Background: an optimization exercise with open tools, aiming at small area and a short achievable clock period. Do not read the settings as production practice.
No functional check of the RTL was part of any run shown here.

==> flow/design.v <==
module multiplier_8bit (
    input signed [7:0] A,
    input signed [7:0] B,
    output signed [15:0] P
);
    wire pp1;
    assign pp1 = A[0] & B[0];
    wire pp2;
    assign pp2 = A[0] & B[1];
    wire pp3;
    assign pp3 = A[0] & B[2];
    wire pp4;
    assign pp4 = A[0] & B[3];
    wire pp5;
    assign pp5 = A[0] & B[4];
    wire pp6;
    assign pp6 = A[0] & B[5];
    wire pp7;
    assign pp7 = A[0] & B[6];
    wire pp8;
    assign pp8 = ~(A[0] & B[7]);
    wire pp9;
    assign pp9 = A[1] & B[0];
    wire pp10;
    assign pp10 = A[1] & B[1];
    wire pp11;
    assign pp11 = A[1] & B[2];
    wire pp12;
    assign pp12 = A[1] & B[3];
    wire pp13;
    assign pp13 = A[1] & B[4];
    wire pp14;
    assign pp14 = A[1] & B[5];
    wire pp15;
    assign pp15 = A[1] & B[6];
    wire pp16;
    assign pp16 = ~(A[1] & B[7]);
    wire pp17;
    assign pp17 = A[2] & B[0];
    wire pp18;
    assign pp18 = A[2] & B[1];
    wire pp19;
    assign pp19 = A[2] & B[2];
    wire pp20;
    assign pp20 = A[2] & B[3];
    wire pp21;
    assign pp21 = A[2] & B[4];
    wire pp22;
    assign pp22 = A[2] & B[5];
    wire pp23;
    assign pp23 = A[2] & B[6];
    wire pp24;
    assign pp24 = ~(A[2] & B[7]);
    wire pp25;
    assign pp25 = A[3] & B[0];
    wire pp26;
    assign pp26 = A[3] & B[1];
    wire pp27;
    assign pp27 = A[3] & B[2];
    wire pp28;
    assign pp28 = A[3] & B[3];
    wire pp29;
    assign pp29 = A[3] & B[4];
    wire pp30;
    assign pp30 = A[3] & B[5];
    wire pp31;
    assign pp31 = A[3] & B[6];
    wire pp32;
    assign pp32 = ~(A[3] & B[7]);
    wire pp33;
    assign pp33 = A[4] & B[0];
    wire pp34;
    assign pp34 = A[4] & B[1];
    wire pp35;
    assign pp35 = A[4] & B[2];
    wire pp36;
    assign pp36 = A[4] & B[3];
    wire pp37;
    assign pp37 = A[4] & B[4];
    wire pp38;
    assign pp38 = A[4] & B[5];
    wire pp39;
    assign pp39 = A[4] & B[6];
    wire pp40;
    assign pp40 = ~(A[4] & B[7]);
    wire pp41;
    assign pp41 = A[5] & B[0];
    wire pp42;
    assign pp42 = A[5] & B[1];
    wire pp43;
    assign pp43 = A[5] & B[2];
    wire pp44;
    assign pp44 = A[5] & B[3];
    wire pp45;
    assign pp45 = A[5] & B[4];
    wire pp46;
    assign pp46 = A[5] & B[5];
    wire pp47;
    assign pp47 = A[5] & B[6];
    wire pp48;
    assign pp48 = ~(A[5] & B[7]);
    wire pp49;
    assign pp49 = A[6] & B[0];
    wire pp50;
    assign pp50 = A[6] & B[1];
    wire pp51;
    assign pp51 = A[6] & B[2];
    wire pp52;
    assign pp52 = A[6] & B[3];
    wire pp53;
    assign pp53 = A[6] & B[4];
    wire pp54;
    assign pp54 = A[6] & B[5];
    wire pp55;
    assign pp55 = A[6] & B[6];
    wire pp56;
    assign pp56 = ~(A[6] & B[7]);
    wire pp57;
    assign pp57 = ~(A[7] & B[0]);
    wire pp58;
    assign pp58 = ~(A[7] & B[1]);
    wire pp59;
    assign pp59 = ~(A[7] & B[2]);
    wire pp60;
    assign pp60 = ~(A[7] & B[3]);
    wire pp61;
    assign pp61 = ~(A[7] & B[4]);
    wire pp62;
    assign pp62 = ~(A[7] & B[5]);
    wire pp63;
    assign pp63 = ~(A[7] & B[6]);
    wire pp64;
    assign pp64 = A[7] & B[7];
    wire pp65;
    assign pp65 = ~pp16;
    wire s66;
    wire c67;
    ha_cell u68 (.a(pp7), .b(pp14), .s(s66), .co(c67));
    wire s69;
    wire c70;
    fa_cell u71 (.a(pp8), .b(pp15), .c(pp22), .s(s69), .co(c70));
    wire s72;
    wire c73;
    ha_cell u74 (.a(pp29), .b(pp36), .s(s72), .co(c73));
    wire s75;
    wire c76;
    fa_cell u77 (.a(pp65), .b(pp23), .c(pp30), .s(s75), .co(c76));
    wire s78;
    wire c79;
    ha_cell u80 (.a(pp37), .b(pp44), .s(s78), .co(c79));
    wire s81;
    wire c82;
    fa_cell u83 (.a(pp24), .b(pp31), .c(pp38), .s(s81), .co(c82));
    wire s84;
    wire c85;
    ha_cell u86 (.a(pp45), .b(pp52), .s(s84), .co(c85));
    wire s87;
    wire c88;
    ha_cell u89 (.a(pp32), .b(pp39), .s(s87), .co(c88));
    wire s90;
    wire c91;
    ha_cell u92 (.a(pp5), .b(pp12), .s(s90), .co(c91));
    wire s93;
    wire c94;
    fa_cell u95 (.a(pp6), .b(pp13), .c(pp20), .s(s93), .co(c94));
    wire s96;
    wire c97;
    ha_cell u98 (.a(pp27), .b(pp34), .s(s96), .co(c97));
    wire s99;
    wire c100;
    fa_cell u101 (.a(pp21), .b(pp28), .c(pp35), .s(s99), .co(c100));
    wire s102;
    wire c103;
    fa_cell u104 (.a(pp42), .b(pp49), .c(s66), .s(s102), .co(c103));
    wire s105;
    wire c106;
    fa_cell u107 (.a(pp43), .b(pp50), .c(pp57), .s(s105), .co(c106));
    wire s108;
    wire c109;
    fa_cell u110 (.a(c67), .b(s69), .c(s72), .s(s108), .co(c109));
    wire s111;
    wire c112;
    fa_cell u113 (.a(pp51), .b(pp58), .c(c70), .s(s111), .co(c112));
    wire s114;
    wire c115;
    fa_cell u116 (.a(c73), .b(s75), .c(s78), .s(s114), .co(c115));
    wire s117;
    wire c118;
    fa_cell u119 (.a(pp59), .b(pp16), .c(c76), .s(s117), .co(c118));
    wire s120;
    wire c121;
    fa_cell u122 (.a(c79), .b(s81), .c(s84), .s(s120), .co(c121));
    wire s123;
    wire c124;
    fa_cell u125 (.a(pp46), .b(pp53), .c(pp60), .s(s123), .co(c124));
    wire s126;
    wire c127;
    fa_cell u128 (.a(c82), .b(c85), .c(s87), .s(s126), .co(c127));
    wire s129;
    wire c130;
    fa_cell u131 (.a(pp40), .b(pp47), .c(pp54), .s(s129), .co(c130));
    wire s132;
    wire c133;
    ha_cell u134 (.a(pp61), .b(c88), .s(s132), .co(c133));
    wire s135;
    wire c136;
    ha_cell u137 (.a(pp48), .b(pp55), .s(s135), .co(c136));
    wire s138;
    wire c139;
    ha_cell u140 (.a(pp4), .b(pp11), .s(s138), .co(c139));
    wire s141;
    wire c142;
    fa_cell u143 (.a(pp19), .b(pp26), .c(pp33), .s(s141), .co(c142));
    wire s144;
    wire c145;
    fa_cell u146 (.a(pp41), .b(c91), .c(s93), .s(s144), .co(c145));
    wire s147;
    wire c148;
    fa_cell u149 (.a(c94), .b(c97), .c(s99), .s(s147), .co(c148));
    wire s150;
    wire c151;
    fa_cell u152 (.a(c100), .b(c103), .c(s105), .s(s150), .co(c151));
    wire s153;
    wire c154;
    fa_cell u155 (.a(c106), .b(c109), .c(s111), .s(s153), .co(c154));
    wire s156;
    wire c157;
    fa_cell u158 (.a(c112), .b(c115), .c(s117), .s(s156), .co(c157));
    wire s159;
    wire c160;
    fa_cell u161 (.a(c118), .b(c121), .c(s123), .s(s159), .co(c160));
    wire s162;
    wire c163;
    fa_cell u164 (.a(c124), .b(c127), .c(s129), .s(s162), .co(c163));
    wire s165;
    wire c166;
    fa_cell u167 (.a(pp62), .b(c130), .c(c133), .s(s165), .co(c166));
    wire s168;
    wire c169;
    ha_cell u170 (.a(pp56), .b(pp63), .s(s168), .co(c169));
    wire s171;
    wire c172;
    ha_cell u173 (.a(pp3), .b(pp10), .s(s171), .co(c172));
    wire s174;
    wire c175;
    fa_cell u176 (.a(pp18), .b(pp25), .c(s138), .s(s174), .co(c175));
    wire s177;
    wire c178;
    fa_cell u179 (.a(s90), .b(c139), .c(s141), .s(s177), .co(c178));
    wire s180;
    wire c181;
    fa_cell u182 (.a(s96), .b(c142), .c(s144), .s(s180), .co(c181));
    wire s183;
    wire c184;
    fa_cell u185 (.a(s102), .b(c145), .c(s147), .s(s183), .co(c184));
    wire s186;
    wire c187;
    fa_cell u188 (.a(s108), .b(c148), .c(s150), .s(s186), .co(c187));
    wire s189;
    wire c190;
    fa_cell u191 (.a(s114), .b(c151), .c(s153), .s(s189), .co(c190));
    wire s192;
    wire c193;
    fa_cell u194 (.a(s120), .b(c154), .c(s156), .s(s192), .co(c193));
    wire s195;
    wire c196;
    fa_cell u197 (.a(s126), .b(c157), .c(s159), .s(s195), .co(c196));
    wire s198;
    wire c199;
    fa_cell u200 (.a(s132), .b(c160), .c(s162), .s(s198), .co(c199));
    wire s201;
    wire c202;
    fa_cell u203 (.a(s135), .b(c163), .c(s165), .s(s201), .co(c202));
    wire s204;
    wire c205;
    fa_cell u206 (.a(c136), .b(c166), .c(s168), .s(s204), .co(c205));
    wire s207;
    wire c208;
    ha_cell u209 (.a(pp64), .b(c169), .s(s207), .co(c208));
    wire g210;
    wire p211;
    assign g210 = pp2 & pp9;
    assign p211 = pp2 ^ pp9;
    wire g212;
    wire p213;
    assign g212 = pp17 & s171;
    assign p213 = pp17 ^ s171;
    wire g214;
    wire p215;
    assign g214 = c172 & s174;
    assign p215 = c172 ^ s174;
    wire g216;
    wire p217;
    assign g216 = c175 & s177;
    assign p217 = c175 ^ s177;
    wire g218;
    wire p219;
    assign g218 = c178 & s180;
    assign p219 = c178 ^ s180;
    wire g220;
    wire p221;
    assign g220 = c181 & s183;
    assign p221 = c181 ^ s183;
    wire g222;
    wire p223;
    assign g222 = c184 & s186;
    assign p223 = c184 ^ s186;
    wire g224;
    wire p225;
    assign g224 = c187 & s189;
    assign p225 = c187 ^ s189;
    wire g226;
    wire p227;
    assign g226 = c190 & s192;
    assign p227 = c190 ^ s192;
    wire g228;
    wire p229;
    assign g228 = c193 & s195;
    assign p229 = c193 ^ s195;
    wire g230;
    wire p231;
    assign g230 = c196 & s198;
    assign p231 = c196 ^ s198;
    wire g232;
    wire p233;
    assign g232 = c199 & s201;
    assign p233 = c199 ^ s201;
    wire g234;
    wire p235;
    assign g234 = c202 & s204;
    assign p235 = c202 ^ s204;
    wire g236;
    wire p237;
    assign g236 = c205 & s207;
    assign p237 = c205 ^ s207;
    wire g238;
    wire p239;
    assign g238 = 1'b1 & c208;
    assign p239 = 1'b1 ^ c208;
    wire G240;
    assign G240 = g212 | (p213 & g210);
    wire P241;
    assign P241 = p213 & p211;
    wire G242;
    assign G242 = g216 | (p217 & g214);
    wire P243;
    assign P243 = p217 & p215;
    wire G244;
    assign G244 = g220 | (p221 & g218);
    wire P245;
    assign P245 = p221 & p219;
    wire G246;
    assign G246 = g224 | (p225 & g222);
    wire P247;
    assign P247 = p225 & p223;
    wire G248;
    assign G248 = g228 | (p229 & g226);
    wire P249;
    assign P249 = p229 & p227;
    wire G250;
    assign G250 = g232 | (p233 & g230);
    wire P251;
    assign P251 = p233 & p231;
    wire G252;
    assign G252 = g236 | (p237 & g234);
    wire P253;
    assign P253 = p237 & p235;
    wire G254;
    assign G254 = G242 | (P243 & G240);
    wire P255;
    assign P255 = P243 & P241;
    wire G256;
    assign G256 = G246 | (P247 & G244);
    wire P257;
    assign P257 = P247 & P245;
    wire G258;
    assign G258 = G250 | (P251 & G248);
    wire P259;
    assign P259 = P251 & P249;
    wire G260;
    assign G260 = G256 | (P257 & G254);
    wire P261;
    assign P261 = P257 & P255;
    wire G262;
    assign G262 = G258 | (P259 & G260);
    wire P263;
    assign P263 = P259 & P261;
    wire G264;
    assign G264 = G244 | (P245 & G254);
    wire P265;
    assign P265 = P245 & P255;
    wire G266;
    assign G266 = G248 | (P249 & G260);
    wire P267;
    assign P267 = P249 & P261;
    wire G268;
    assign G268 = G252 | (P253 & G262);
    wire P269;
    assign P269 = P253 & P263;
    wire G270;
    assign G270 = g214 | (p215 & G240);
    wire P271;
    assign P271 = p215 & P241;
    wire G272;
    assign G272 = g218 | (p219 & G254);
    wire P273;
    assign P273 = p219 & P255;
    wire G274;
    assign G274 = g222 | (p223 & G264);
    wire P275;
    assign P275 = p223 & P265;
    wire G276;
    assign G276 = g226 | (p227 & G260);
    wire P277;
    assign P277 = p227 & P261;
    wire G278;
    assign G278 = g230 | (p231 & G266);
    wire P279;
    assign P279 = p231 & P267;
    wire G280;
    assign G280 = g234 | (p235 & G262);
    wire P281;
    assign P281 = p235 & P263;
    wire G282;
    assign G282 = g238 | (p239 & G268);
    wire P283;
    assign P283 = p239 & P269;
    wire sum284;
    assign sum284 = p213 ^ g210;
    wire sum285;
    assign sum285 = p215 ^ G240;
    wire sum286;
    assign sum286 = p217 ^ G270;
    wire sum287;
    assign sum287 = p219 ^ G254;
    wire sum288;
    assign sum288 = p221 ^ G272;
    wire sum289;
    assign sum289 = p223 ^ G264;
    wire sum290;
    assign sum290 = p225 ^ G274;
    wire sum291;
    assign sum291 = p227 ^ G260;
    wire sum292;
    assign sum292 = p229 ^ G276;
    wire sum293;
    assign sum293 = p231 ^ G266;
    wire sum294;
    assign sum294 = p233 ^ G278;
    wire sum295;
    assign sum295 = p235 ^ G262;
    wire sum296;
    assign sum296 = p237 ^ G280;
    wire sum297;
    assign sum297 = p239 ^ G268;
    assign P = {sum297, sum296, sum295, sum294, sum293, sum292, sum291, sum290, sum289, sum288, sum287, sum286, sum285, sum284, p211, pp1};
endmodule
module adder_16bit (
    input signed [15:0] A,
    input signed [15:0] B,
    input signed [15:0] C,
    input signed [15:0] D,
    output signed [17:0] S
);
    wire s1;
    wire c2;
    ha_cell u3 (.a(A[0]), .b(B[0]), .s(s1), .co(c2));
    wire s4;
    wire c5;
    fa_cell u6 (.a(A[1]), .b(B[1]), .c(C[1]), .s(s4), .co(c5));
    wire s7;
    wire c8;
    fa_cell u9 (.a(A[2]), .b(B[2]), .c(C[2]), .s(s7), .co(c8));
    wire s10;
    wire c11;
    fa_cell u12 (.a(A[3]), .b(B[3]), .c(C[3]), .s(s10), .co(c11));
    wire s13;
    wire c14;
    fa_cell u15 (.a(A[4]), .b(B[4]), .c(C[4]), .s(s13), .co(c14));
    wire s16;
    wire c17;
    fa_cell u18 (.a(A[5]), .b(B[5]), .c(C[5]), .s(s16), .co(c17));
    wire s19;
    wire c20;
    fa_cell u21 (.a(A[6]), .b(B[6]), .c(C[6]), .s(s19), .co(c20));
    wire s22;
    wire c23;
    fa_cell u24 (.a(A[7]), .b(B[7]), .c(C[7]), .s(s22), .co(c23));
    wire s25;
    wire c26;
    fa_cell u27 (.a(A[8]), .b(B[8]), .c(C[8]), .s(s25), .co(c26));
    wire s28;
    wire c29;
    fa_cell u30 (.a(A[9]), .b(B[9]), .c(C[9]), .s(s28), .co(c29));
    wire s31;
    wire c32;
    fa_cell u33 (.a(A[10]), .b(B[10]), .c(C[10]), .s(s31), .co(c32));
    wire s34;
    wire c35;
    fa_cell u36 (.a(A[11]), .b(B[11]), .c(C[11]), .s(s34), .co(c35));
    wire s37;
    wire c38;
    fa_cell u39 (.a(A[12]), .b(B[12]), .c(C[12]), .s(s37), .co(c38));
    wire s40;
    wire c41;
    fa_cell u42 (.a(A[13]), .b(B[13]), .c(C[13]), .s(s40), .co(c41));
    wire s43;
    wire c44;
    fa_cell u45 (.a(A[14]), .b(B[14]), .c(C[14]), .s(s43), .co(c44));
    wire s46;
    wire c47;
    fa_cell u48 (.a(~A[15]), .b(~B[15]), .c(~C[15]), .s(s46), .co(c47));
    wire s49;
    wire c50;
    ha_cell u51 (.a(C[0]), .b(D[0]), .s(s49), .co(c50));
    wire s52;
    wire c53;
    fa_cell u54 (.a(D[1]), .b(c2), .c(s4), .s(s52), .co(c53));
    wire s55;
    wire c56;
    fa_cell u57 (.a(D[2]), .b(c5), .c(s7), .s(s55), .co(c56));
    wire s58;
    wire c59;
    fa_cell u60 (.a(D[3]), .b(c8), .c(s10), .s(s58), .co(c59));
    wire s61;
    wire c62;
    fa_cell u63 (.a(D[4]), .b(c11), .c(s13), .s(s61), .co(c62));
    wire s64;
    wire c65;
    fa_cell u66 (.a(D[5]), .b(c14), .c(s16), .s(s64), .co(c65));
    wire s67;
    wire c68;
    fa_cell u69 (.a(D[6]), .b(c17), .c(s19), .s(s67), .co(c68));
    wire s70;
    wire c71;
    fa_cell u72 (.a(D[7]), .b(c20), .c(s22), .s(s70), .co(c71));
    wire s73;
    wire c74;
    fa_cell u75 (.a(D[8]), .b(c23), .c(s25), .s(s73), .co(c74));
    wire s76;
    wire c77;
    fa_cell u78 (.a(D[9]), .b(c26), .c(s28), .s(s76), .co(c77));
    wire s79;
    wire c80;
    fa_cell u81 (.a(D[10]), .b(c29), .c(s31), .s(s79), .co(c80));
    wire s82;
    wire c83;
    fa_cell u84 (.a(D[11]), .b(c32), .c(s34), .s(s82), .co(c83));
    wire s85;
    wire c86;
    fa_cell u87 (.a(D[12]), .b(c35), .c(s37), .s(s85), .co(c86));
    wire s88;
    wire c89;
    fa_cell u90 (.a(D[13]), .b(c38), .c(s40), .s(s88), .co(c89));
    wire s91;
    wire c92;
    fa_cell u93 (.a(D[14]), .b(c41), .c(s43), .s(s91), .co(c92));
    wire s94;
    wire c95;
    fa_cell u96 (.a(~D[15]), .b(c44), .c(s46), .s(s94), .co(c95));
    wire g97;
    wire p98;
    assign g97 = s1 & s49;
    assign p98 = s1 ^ s49;
    wire g99;
    wire p100;
    assign g99 = c50 & s52;
    assign p100 = c50 ^ s52;
    wire g101;
    wire p102;
    assign g101 = c53 & s55;
    assign p102 = c53 ^ s55;
    wire g103;
    wire p104;
    assign g103 = c56 & s58;
    assign p104 = c56 ^ s58;
    wire g105;
    wire p106;
    assign g105 = c59 & s61;
    assign p106 = c59 ^ s61;
    wire g107;
    wire p108;
    assign g107 = c62 & s64;
    assign p108 = c62 ^ s64;
    wire g109;
    wire p110;
    assign g109 = c65 & s67;
    assign p110 = c65 ^ s67;
    wire g111;
    wire p112;
    assign g111 = c68 & s70;
    assign p112 = c68 ^ s70;
    wire g113;
    wire p114;
    assign g113 = c71 & s73;
    assign p114 = c71 ^ s73;
    wire g115;
    wire p116;
    assign g115 = c74 & s76;
    assign p116 = c74 ^ s76;
    wire g117;
    wire p118;
    assign g117 = c77 & s79;
    assign p118 = c77 ^ s79;
    wire g119;
    wire p120;
    assign g119 = c80 & s82;
    assign p120 = c80 ^ s82;
    wire g121;
    wire p122;
    assign g121 = c83 & s85;
    assign p122 = c83 ^ s85;
    wire g123;
    wire p124;
    assign g123 = c86 & s88;
    assign p124 = c86 ^ s88;
    wire g125;
    wire p126;
    assign g125 = c89 & s91;
    assign p126 = c89 ^ s91;
    wire g127;
    wire p128;
    assign g127 = c92 & s94;
    assign p128 = c92 ^ s94;
    wire g129;
    wire p130;
    assign g129 = c47 & c95;
    assign p130 = c47 ^ c95;
    wire g131;
    wire p132;
    assign g131 = 1'b1 & 1'b0;
    assign p132 = 1'b1 ^ 1'b0;
    wire G133;
    assign G133 = g99 | (p100 & g97);
    wire P134;
    assign P134 = p100 & p98;
    wire G135;
    assign G135 = g103 | (p104 & g101);
    wire P136;
    assign P136 = p104 & p102;
    wire G137;
    assign G137 = g107 | (p108 & g105);
    wire P138;
    assign P138 = p108 & p106;
    wire G139;
    assign G139 = g111 | (p112 & g109);
    wire P140;
    assign P140 = p112 & p110;
    wire G141;
    assign G141 = g115 | (p116 & g113);
    wire P142;
    assign P142 = p116 & p114;
    wire G143;
    assign G143 = g119 | (p120 & g117);
    wire P144;
    assign P144 = p120 & p118;
    wire G145;
    assign G145 = g123 | (p124 & g121);
    wire P146;
    assign P146 = p124 & p122;
    wire G147;
    assign G147 = g127 | (p128 & g125);
    wire P148;
    assign P148 = p128 & p126;
    wire G149;
    assign G149 = g131 | (p132 & g129);
    wire P150;
    assign P150 = p132 & p130;
    wire G151;
    assign G151 = g101 | (p102 & G133);
    wire P152;
    assign P152 = p102 & P134;
    wire G153;
    assign G153 = G135 | (P136 & G133);
    wire P154;
    assign P154 = P136 & P134;
    wire G155;
    assign G155 = g109 | (p110 & G137);
    wire P156;
    assign P156 = p110 & P138;
    wire G157;
    assign G157 = G139 | (P140 & G137);
    wire P158;
    assign P158 = P140 & P138;
    wire G159;
    assign G159 = g117 | (p118 & G141);
    wire P160;
    assign P160 = p118 & P142;
    wire G161;
    assign G161 = G143 | (P144 & G141);
    wire P162;
    assign P162 = P144 & P142;
    wire G163;
    assign G163 = g125 | (p126 & G145);
    wire P164;
    assign P164 = p126 & P146;
    wire G165;
    assign G165 = G147 | (P148 & G145);
    wire P166;
    assign P166 = P148 & P146;
    wire G167;
    assign G167 = g105 | (p106 & G153);
    wire P168;
    assign P168 = p106 & P154;
    wire G169;
    assign G169 = G137 | (P138 & G153);
    wire P170;
    assign P170 = P138 & P154;
    wire G171;
    assign G171 = G155 | (P156 & G153);
    wire P172;
    assign P172 = P156 & P154;
    wire G173;
    assign G173 = G157 | (P158 & G153);
    wire P174;
    assign P174 = P158 & P154;
    wire G175;
    assign G175 = g121 | (p122 & G161);
    wire P176;
    assign P176 = p122 & P162;
    wire G177;
    assign G177 = G145 | (P146 & G161);
    wire P178;
    assign P178 = P146 & P162;
    wire G179;
    assign G179 = G163 | (P164 & G161);
    wire P180;
    assign P180 = P164 & P162;
    wire G181;
    assign G181 = G165 | (P166 & G161);
    wire P182;
    assign P182 = P166 & P162;
    wire G183;
    assign G183 = g113 | (p114 & G173);
    wire P184;
    assign P184 = p114 & P174;
    wire G185;
    assign G185 = G141 | (P142 & G173);
    wire P186;
    assign P186 = P142 & P174;
    wire G187;
    assign G187 = G159 | (P160 & G173);
    wire P188;
    assign P188 = P160 & P174;
    wire G189;
    assign G189 = G161 | (P162 & G173);
    wire P190;
    assign P190 = P162 & P174;
    wire G191;
    assign G191 = G175 | (P176 & G173);
    wire P192;
    assign P192 = P176 & P174;
    wire G193;
    assign G193 = G177 | (P178 & G173);
    wire P194;
    assign P194 = P178 & P174;
    wire G195;
    assign G195 = G179 | (P180 & G173);
    wire P196;
    assign P196 = P180 & P174;
    wire G197;
    assign G197 = G181 | (P182 & G173);
    wire P198;
    assign P198 = P182 & P174;
    wire G199;
    assign G199 = g129 | (p130 & G197);
    wire P200;
    assign P200 = p130 & P198;
    wire G201;
    assign G201 = G149 | (P150 & G197);
    wire P202;
    assign P202 = P150 & P198;
    wire sum203;
    assign sum203 = p100 ^ g97;
    wire sum204;
    assign sum204 = p102 ^ G133;
    wire sum205;
    assign sum205 = p104 ^ G151;
    wire sum206;
    assign sum206 = p106 ^ G153;
    wire sum207;
    assign sum207 = p108 ^ G167;
    wire sum208;
    assign sum208 = p110 ^ G169;
    wire sum209;
    assign sum209 = p112 ^ G171;
    wire sum210;
    assign sum210 = p114 ^ G173;
    wire sum211;
    assign sum211 = p116 ^ G183;
    wire sum212;
    assign sum212 = p118 ^ G185;
    wire sum213;
    assign sum213 = p120 ^ G187;
    wire sum214;
    assign sum214 = p122 ^ G189;
    wire sum215;
    assign sum215 = p124 ^ G191;
    wire sum216;
    assign sum216 = p126 ^ G193;
    wire sum217;
    assign sum217 = p128 ^ G195;
    wire sum218;
    assign sum218 = p130 ^ G197;
    wire sum219;
    assign sum219 = p132 ^ G199;
    assign S = {sum219, sum218, sum217, sum216, sum215, sum214, sum213, sum212, sum211, sum210, sum209, sum208, sum207, sum206, sum205, sum204, sum203, p98};
endmodule
module fa_cell (
    input a,
    input b,
    input c,
    output s,
    output co
);
    assign s = a ^ b ^ c;
    assign co = (a & b) | (a & c) | (b & c);
endmodule
module ha_cell (
    input a,
    input b,
    output s,
    output co
);
    assign s = a ^ b;
    assign co = a & b;
endmodule
module adder_18bit (
    input signed [17:0] A,
    input signed [17:0] B,
    output signed [18:0] S
);
    assign S = A + B;
endmodule
module int8_mac_tree (
    input clk,  
    input reset,  
    input signed [7:0] in0,
    input signed [7:0] in1,
    input signed [7:0] in2,
    input signed [7:0] in3,
    input signed [7:0] in4,
    input signed [7:0] in5,
    input signed [7:0] in6,
    input signed [7:0] in7,
    input signed [7:0] in8,
    input signed [7:0] in9,
    input signed [7:0] in10,
    input signed [7:0] in11,
    input signed [7:0] in12,
    input signed [7:0] in13,
    input signed [7:0] in14,
    input signed [7:0] in15,
    output signed [31:0] out,
    output reg signed [15:0] prod0, prod1, prod2, prod3, prod4, prod5, prod6, prod7,
    output signed [17:0] sum_level2_0, sum_level2_1
);
    wire signed [15:0] p0, p1, p2, p3, p4, p5, p6, p7;
    multiplier_8bit mul0 (.A(in0),  .B(in1),  .P(p0));
    multiplier_8bit mul1 (.A(in2),  .B(in3),  .P(p1));
    multiplier_8bit mul2 (.A(in4),  .B(in5),  .P(p2));
    multiplier_8bit mul3 (.A(in6),  .B(in7),  .P(p3));
    multiplier_8bit mul4 (.A(in8),  .B(in9),  .P(p4));
    multiplier_8bit mul5 (.A(in10), .B(in11), .P(p5));
    multiplier_8bit mul6 (.A(in12), .B(in13), .P(p6));
    multiplier_8bit mul7 (.A(in14), .B(in15), .P(p7));
    always @(posedge clk or posedge reset) begin
        if (reset) begin
            prod0 <= 16'h0; prod1 <= 16'h0; prod2 <= 16'h0; prod3 <= 16'h0;
            prod4 <= 16'h0; prod5 <= 16'h0; prod6 <= 16'h0; prod7 <= 16'h0;
        end else begin
            prod0 <= p0; prod1 <= p1; prod2 <= p2; prod3 <= p3;
            prod4 <= p4; prod5 <= p5; prod6 <= p6; prod7 <= p7;
        end
    end
    adder_16bit sum0 (.A(prod0), .B(prod1), .C(prod2), .D(prod3), .S(sum_level2_0));
    adder_16bit sum1 (.A(prod4), .B(prod5), .C(prod6), .D(prod7), .S(sum_level2_1));
    reg signed [18:0] out_r;
    wire signed [18:0] out_sum;
    adder_18bit add_final (.A(sum_level2_0), .B(sum_level2_1), .S(out_sum));
    always @(posedge clk or posedge reset) begin
        if (reset)
            out_r <= 19'h0;
        else
            out_r <= out_sum;
    end
    assign out = out_r;
endmodule
==> flow/flow/run.sh <==
#!/bin/bash
# Standard layout, with the port buffers made from a plain buffer cell
# instead of the delay buffer buffer_ports picks on its own.
set -euo pipefail
export BUFFER_PORTS_ARGS="-buffer_cell sky130_fd_sc_hd__buf_2"
bash standard.sh > standard.log 2>&1
==> flow/standard.sh <==
#!/bin/bash
# synth_recipe.tcl (not shown) runs the flow's synth.tcl, then flattens the netlist and writes it again
# the make line also repeats each setting of config.mk as NAME=value (left out here)
make -C /OpenROAD-flow-scripts/flow DESIGN_CONFIG=/design/flow/config.mk WORK_HOME=/design/flow/orfs CLKGATE_MAP_FILE= SYNTH_SCRIPT=/design/flow/synth_recipe.tcl "${@:-finish}"
==> flow/config.mk <==
export PLATFORM = sky130hd
export DESIGN_NAME = int8_mac_tree
export DESIGN_NICKNAME = int8_mac_tree
export VERILOG_FILES = /design/flow/design.v
export SDC_FILE = /design/flow/constraint.sdc
export NUM_CORES = 4
export LEC_CHECK = 0
export CAP_MARGIN = 20
export CORE_MARGIN = 2
export CORE_UTILIZATION = 65
export SLEW_MARGIN = 20
export SYNTH_HIERARCHICAL = 1
export SYNTH_MINIMUM_KEEP_SIZE = 0
==> flow/constraint.sdc <==
create_clock -name core_clock -period 12.0 [get_ports {clk}]
set_input_delay 2.4000 -clock core_clock [delete_from_list [all_inputs] [get_ports {clk}]]
set_output_delay 2.4000 -clock core_clock [all_outputs]
set_load 0.01 [all_outputs]
==> insert_results.sql, run 1 <==
INSERT INTO impl_metrics (metric_group, metric, value, unit) VALUES
('cts', 'clock_tree_from_tritoncts', 'done', ''),
('synthesis', 'ys_flop_type', 'dfrtp_1', ''),
('cells_and_area', 'most_frequent_cells_in_the_layout', 'and2_1 (402), fa_1 (399), buf_2 (325)', ''),
('place', 'place_inst', '2690', ''),
('detailed_routing', 'drc', '0', ''),
('grt', 'overflow', '0', ''),
('cells_and_area', 'nets', '3043', ''),
('die', 'chipHeight', '191', 'um'),
('timing', 'unrepaired_setup_endpoints_after_global_routing', 'false', ''),
('synthesis', 'synth_enable_flop_cells', '0', ''),
('detailed_routing', 'detailedRoute.firstIterationViolations', '996', ''),
('synthesis', 'synth_top_family_by_area', 'adder cells', ''),
('detailed_routing', 'routed_wirelength', '55.5', 'mm'),
('grt', 'number_of_global_route_vias_before_repair', '16435', ''),
('setup_path', 'critical_path.startpoint_type', 'register', ''),
('synthesis', 'synth.area.top_cells', 'fa_1 (35%), dfrtp_1 (16%), ha_1 (14%)', ''),
('cells_and_area', 'layout_commonest_cell', 'and2_1', ''),
('worst_hold_path', 'timing.hold.worst.class', 'register to register', ''),
('cts', 'cts_inserted_buffers', '17', ''),
('timing', 'clock_skew', '15.2', 'ps'),
('timing', 'max_slew_violation_count', '0', ''),
('synthesis', 'number_of_standard_cells_after_synthesis', '2094', ''),
('cts', 'cts.reportedPaths.clkPinSlew', '70', 'ps'),
('detailed_routing', 'route.detailed.vias_per_inst', '5.76', ''),
('setup_path', 'critical_path.top_delay_family', 'adder cells', ''),
('die', 'starting_utilization_of_the_core_area', '0.660', ''),
('cts', 'clock_network_latency_to_the_later_pin_of_the_worst_skew_pair', '440', 'ps'),
('place', 'hpwlAfterDp', '48.0', 'mm'),
('cells_and_area', 'layout.core_utilization', '0.700', ''),
('cts', 'cts_root_buf', 'clkbuf_16', ''),
('synthesis', 'syn_avg_cell_area', '10.9', 'um^2'),
('synthesis', 'yosys.area_share.simple', '0.173', ''),
('place', 'gpl_congestion', '0.988', ''),
('synthesis', 'cell_area_synth', '0.0228', 'mm^2'),
('synthesis', 'synth_compound_area_frac', '0.0656', ''),
('cts', 'clock_sink_total', '147', ''),
('timing', 'finalWorstSetupSlack', '5300', 'ps'),
('detailed_routing', 'wl_per_cell', '20.4', 'um'),
('setup_path', 'reg2reg_slack', '7260', 'ps'),
('place', 'io_buffers', '325', ''),
('synthesis', 'synthDistinctLibCells', '43', ''),
('synthesis', 'muxShareOfSynthArea', '0', ''),
('cts', 'post_cts.repair.setup_buffers', '0', ''),
('setup_path', 'worstPathArrival', '4300', 'ps'),
('setup_path', 'worst_path_largest_cell_delay', '560', 'ps'),
('timing', 'final_worst_path_period_share', '0.559', ''),
('timing', 'finalSetupTns', '0', 'ps'),
('detailed_routing', 'firstDrtPassIters', '7', ''),
('cells_and_area', 'final_layout_size_suffix_gt1_frac', '0.171', ''),
('cts', 'deepest_clock_path_buffer_count', '2', ''),
('synthesis', 'synth_seq_area_share', '0.161', ''),
('detailed_routing', 'detailroute.via_count', '15671', ''),
('timing', 'fin_crit', '6700', 'ps'),
('timing', 'timing.slew.headroom', '0.400', ''),
('status', 'run_status', 'timing/DRC/antenna clean', ''),
('setup_path', 'endpoint_type_of_the_worst_setup_path', 'output pin', ''),
('synthesis', 'synth_top_area_frac', '0.350', ''),
('die', 'die-area', '0.0366', 'mm^2'),
('cts', 'post_cts_resized', '0', ''),
('setup_path', 'critPathKind', 'register to output pin', ''),
('die', 'core_region_area', '0.0345', 'mm^2'),
('synthesis', 'synth_area_leader_cell', 'fa_1', ''),
('setup_path', 'critical_path.cell_chain', 'fa_1 -> fa_1 -> fa_1 -> nand3_1 -> a21oi_1 -> or2_4 -> a311o_1 -> a221oi_2 -> o21bai_1 -> fa_1 -> buf_2', ''),
('grt', 'grt_start_max_net_pins', '79', ''),
('timing', 'final-hold-violation-count', '0', ''),
('synthesis', 'synth_xor_xnor_area_share', '0.0315', '');
state kept, by name, indices dropped and copies added (netlist names):
name and cells:
prod7 16, prod0 16, prod3 16, out_r 19, prod2 16, prod5 16
prod1 16, prod4 16, prod6 16
per-module statistics from Yosys, one instance, submodules excluded:
module	cell area (um^2)	times used
fa_cell	20.0	340
adder_16bit	758	2
int8_mac_tree	3780	1
adder_18bit	873	1
multiplier_8bit	1060	8
ha_cell	12.5	108
cell type report:
cell class,count,area [um^2]
multi-input cells,1666,17400
fillers,2718,10400
flip-flops and latches,147,3680
repair buffers,326,1630
well taps,455,569
clock buffers,21,440
inverters,96,365
clock inverters,11,105
cells by family after synthesis:
group                      after synthesis
AOI/OAI and AO/OA                      215
DFF                                    147
xor gates and xnor gates                82
adders and majority gates              659
buffers and inverters                  281
and+or+nand+nor                        710
final timing paths:
check,startpoint,endpoint,depth (start not counted)
worst max-delay path,prod0[1],sum_level2_0[16],11
worst min-delay path,prod3[0],out_r[0],3
worst max register to register,prod4[5],out_r[18],15
worst min register to register,prod3[0],out_r[0],3
max in group asynchronous,reset,out_r[14],3
min in group asynchronous,reset,prod4[14],2
per-stage QoR:
step                      hold slack [ps]  cell area, um^2
after floorplan                       865            22800
after global placement                783            23600
after detailed placement              789            23600
after CTS                             796            24200
after global routing                  836            24200
final                                 786            24200
per-layer routing:
metal,up-vias,track usage,wire length (um)
li1,7038,-,-
met3,127,0.0587,3950
met5,-,0,13
met1,7930,0.470,24200
met4,2,0.131,2510
met2,574,0.480,24800
synth_stat cells, types with 10 or more instances:
cell type,n
fa_1,399
nand4_1,10
and2_1,402
and3_1,10
a31oi_1,12
buf_4,177
nand2_1,158
nand2b_1,30
ha_1,260
nand3_1,25
inv_1,96
nor2b_1,11
a21oi_2,14
o21ai_0,34
nor2_1,44
o211ai_1,18
xnor2_1,46
dfrtp_1,147
a21o_1,20
xor2_1,36
a21oi_1,67
worst reg2reg max path, delay by kind of cell (launching register included):
family,cells,cell delay (ps)
AO/OA/AOI/OAI,9,2240
AND/OR/NAND/NOR,2,170
adder cells (fa/ha/maj),4,1780
flip-flops,1,480
==> run 2: changes to the inputs <==
--- a/flow/config.mk
+++ b/flow/config.mk
@@ -7,7 +7,7 @@
 export LEC_CHECK = 0
 export CAP_MARGIN = 20
 export CORE_MARGIN = 2
-export CORE_UTILIZATION = 65
+export CORE_UTILIZATION = 40
 export SLEW_MARGIN = 20
 export SYNTH_HIERARCHICAL = 1
 export SYNTH_MINIMUM_KEEP_SIZE = 0
==> run 2 against run 1 <==
Synthesized cell count did not move. Clock skew fell by 1.0 ps. Sequential cell count did not move. Clock-buffer cell count fell by 1. Largest cell class unchanged.
==> insert_results.sql, run 2 <==
INSERT INTO impl_metrics (metric_group, metric, value, unit) VALUES
('synthesis', 'netlist_top_cells_count', 'and2_1 (402), fa_1 (399), ha_1 (260)', ''),
('grt', 'overflow', '0', ''),
('grt', 'wire_length_of_the_first_global_routing_pass', '96.8', 'mm'),
('die', 'placement_rows', '87', ''),
('place', 'hpwlAfterDp', '52.9', 'mm'),
('synthesis', 'ys.warnings.count', '7', ''),
('grt', 'grt_start_max_net_pins', '79', ''),
('cells_and_area', 'regMostFlops', 'out_r', ''),
('timing', 'finalSetupTns', '0', 'ps'),
('die', 'chipHeight', '243', 'um'),
('die', 'core_region_area', '0.0564', 'mm^2'),
('cells_and_area', 'nFillCells', '5462', ''),
('grt', 'number_of_global_route_vias_before_repair', '16838', ''),
('timing', 'max_freq', '146', 'MHz'),
('detailed_routing', 'drc', '0', ''),
('die', 'die_w', '243', 'um'),
('cells_and_area', 'register_area', '0.00368', 'mm^2'),
('synthesis', 'synth_seq_area_share', '0.161', ''),
('detailed_routing', 'drt.antenna.violating_nets', '0', ''),
('timing', 'unrepaired_setup_endpoints_after_global_routing', 'false', ''),
('place', 'io_buffers', '325', ''),
('grt', 'antenna_violations_before_repair', '2', ''),
('timing', 'final-hold-violation-count', '0', ''),
('cts', 'cts.reportedPaths.clkPinSlew', '60', 'ps'),
('cts', 'deepest_clock_path_buffer_count', '2', ''),
('cts', 'clock_sink_total', '147', ''),
('worst_hold_path', 'timing.hold.worst.class', 'register to register', ''),
('cts', 'clock_network_latency_to_the_later_pin_of_the_worst_skew_pair', '490', 'ps'),
('cells_and_area', 'layout.core_utilization', '0.438', ''),
('detailed_routing', 'routed_wirelength', '61.0', 'mm'),
('detailed_routing', 'detailedRoute.firstIterationViolations', '707', ''),
('cells_and_area', 'most_frequent_cells_in_the_layout', 'and2_1 (402), fa_1 (399), buf_2 (325)', ''),
('cells_and_area', 'layout_commonest_cell', 'and2_1', ''),
('synthesis', 'synth_enable_flop_cells', '0', ''),
('place', 'gpl_congestion', '0.906', ''),
('cts', 'cts_hold_repair.buffers', '0', ''),
('synthesis', 'number_of_standard_cells_after_synthesis', '2094', ''),
('synthesis', 'syn_avg_cell_area', '10.9', 'um^2'),
('cts', 'cts.htree.levels', '4', ''),
('cells_and_area', 'largest_register_ff_count', '19', ''),
('cells_and_area', 'area_delta_synth_final', '8.35', '%'),
('timing', 'finalHoldWorstSlack', '827', 'ps'),
('setup_path', 'critPathKind', 'register to output pin', ''),
('setup_path', 'timing.critical_path.fanout_max', '4', ''),
('cts', 'clock_tree_from_tritoncts', 'done', ''),
('detailed_routing', 'detailroute.via_count', '15333', ''),
('timing', 'fin_crit', '6870', 'ps'),
('synthesis', 'flip_flop_and_latch_count_after_synthesis', '147', ''),
('status', 'run_status', 'timing/DRC/antenna clean', ''),
('synthesis', 'most_frequently_used_cell_type_in_the_post_synthesis_netlist', 'and2_1', ''),
('synthesis', 'synth_top_area_frac', '0.350', ''),
('cells_and_area', 'final_layout_size_suffix_gt1_frac', '0.172', ''),
('synthesis', 'share_of_synthesized_flip_flops_with_an_asynchronous_set_or_reset', '1.00', ''),
('cts', 'cts_inserted_buffers', '17', ''),
('timing', 'final_setup_violation_count', '0', ''),
('setup_path', 'critical_path.startpoint_type', 'register', ''),
('cts', 'post_cts.repair.setup_buffers', '0', ''),
('cts', 'cts_root_buf', 'clkbuf_16', ''),
('timing', 'max_slew_violation_count', '0', ''),
('setup_path', 'critical_path_required', '9600', 'ps'),
('detailed_routing', 'firstDrtPassIters', '5', ''),
('synthesis', 'synth_fp_nets', '2883', ''),
('detailed_routing', 'wl_per_cell', '20.2', 'um'),
('timing', 'final_worst_path_period_share', '0.572', ''),
('cts', 'post_cts_resized', '0', ''),
('timing', 'clock_skew', '14.2', 'ps'),
('die', 'die-area', '0.0589', 'mm^2'),
('flow_run', 'max-cap-violations', '0', ''),
('synthesis', 'ys_flop_type', 'dfrtp_1', ''),
('grt', 'track_usage', '0.216', ''),
('die', 'ios', '326', ''),
('timing', 'worst_pin_slew', '815', 'ps'),
('cells_and_area', 'antenna_diode_count', '0', ''),
('synthesis', 'cell_area_synth', '0.0228', 'mm^2'),
('synthesis', 'synthDistinctLibCells', '43', ''),
('die', 'starting_utilization_of_the_core_area', '0.404', ''),
('setup_path', 'endpoint_type_of_the_worst_setup_path', 'output pin', ''),
('setup_path', 'worstPathArrival', '4470', 'ps'),
('cells_and_area', 'nets', '3044', ''),
('synthesis', 'synth_area_leader_cell', 'fa_1', ''),
('timing', 'timing.slew.headroom', '0.456', ''),
('synthesis', 'synth.area.top_cells', 'fa_1 (35%), dfrtp_1 (16%), ha_1 (14%)', ''),
('detailed_routing', 'route.detailed.vias_per_inst', '5.07', ''),
('cells_and_area', 'multi_input_comb_area', '0.0174', 'mm^2');
run 2: cell counts after synthesis:
No cell type changed its count.
run 2: cell families (layout without fill, tap and decap cells):
group | count (synthesis) | count (layout) | share of synthesized area
compound gates | 215 | 215 | 0.0656
xor+xnor | 82 | 82 | 0.0315
fa+ha+maj | 659 | 659 | 0.493
buf+inv | 281 | 455 | 0.0758
flops | 147 | 147 | 0.161
simple gates | 710 | 710 | 0.173
run 2: Yosys stat by module, one instance, submodules excluded:
module / times used / cells inside / flops+latches / cell area (um^2)
adder_16bit: 2 / 94 / 0 / 758
int8_mac_tree: 1 / 161 / 147 / 3780
multiplier_8bit: 8 / 148 / 0 / 1060
adder_18bit: 1 / 113 / 0 / 873
ha_cell: 108 / 1 / 0 / 12.5
fa_cell: 340 / 1 / 0 / 20.0
run 2: worst paths after layout:
check | start | end | slack, ps | depth (start not counted)
setup / recovery | prod0[1] | sum_level2_0[16] | 5130 | 11
hold / removal | prod3[0] | out_r[0] | 830 | 3
setup reg to reg | prod0[1] | out_r[17] | 6610 | 15
hold reg to reg | prod3[0] | out_r[0] | 830 | 3
max in group asynchronous | reset | out_r[2] | 8760 | 4
min in group asynchronous | reset | out_r[16] | 2040 | 2
run 2: layer usage:
| layer | track usage | wire length (um) | vias up |
|---|---|---|---|
| li1 | - | - | 7035 |
| met4 | 0.0623 | 1530 | 2 |
| met1 | 0.298 | 27800 | 7840 |
| met5 | 0 | 13 | - |
| met2 | 0.332 | 27800 | 374 |
| met3 | 0.0608 | 3900 | 82 |
run 2: area by class of cell:
| cell class | instances | share of cell area |
|---|---|---|
| clock buffers | 20 | 0.0185 |
| clock inverters | 12 | 0.00825 |
| inverters | 96 | 0.0148 |
| multi-input cells | 1666 | 0.704 |
| flip-flops and latches | 147 | 0.149 |
| well taps | 756 | 0.0383 |
| repair buffers | 327 | 0.0672 |
run 2: critical path: stages, from the launching register on:
cell and delay [ps]:
dfrtp_1 420, fa_1 570, fa_1 440, fa_1 430
nand3_1 130, a21oi_1 130, or2_4 300, a311o_1 350
a221oi_2 350, o21bai_1 120, fa_1 540, buf_2 190
run 2: metrics by stage:
step | instances | worst slack, ps | area (um^2)
2_1_floorplan | 2094 | 5650 | 22800
3_3_place_gp | 2991 | 5590 | 24000
5_1_grt | 3024 | 4870 | 24700
4_1_cts | 3023 | 5040 | 24700
3_5_place_dp | 2991 | 5500 | 24000
6_report | 3024 | 5130 | 24700

## re-timing with driven ports
The flow's constraints put no driver on any port. The routed layouts listed below were extracted and timed again, unchanged, in two steps.
Step 1, drivers: a clkbuf_16 drives clk and a buf_2 each remaining input, both assumed.
Step 2 adds t to the input delays and takes it off the output delays; t is the mean of the earliest and latest rising clock arrival at the registers after step 1. Input paths then give back, and output paths get back, about the clock's delay inside the block.
Slacks: ideal / step 1 / step 2; pairs: ideal / step 1.
run	t (ns)	slack for setup (ns)	clock arrival spread, ns
run 1	0.483	5.297 / 5.246 / 5.501	0.017 / 0.016
run 2	0.537	5.133 / 5.076 / 5.473	0.016 / 0.016
After both steps every run listed still meets setup and hold.
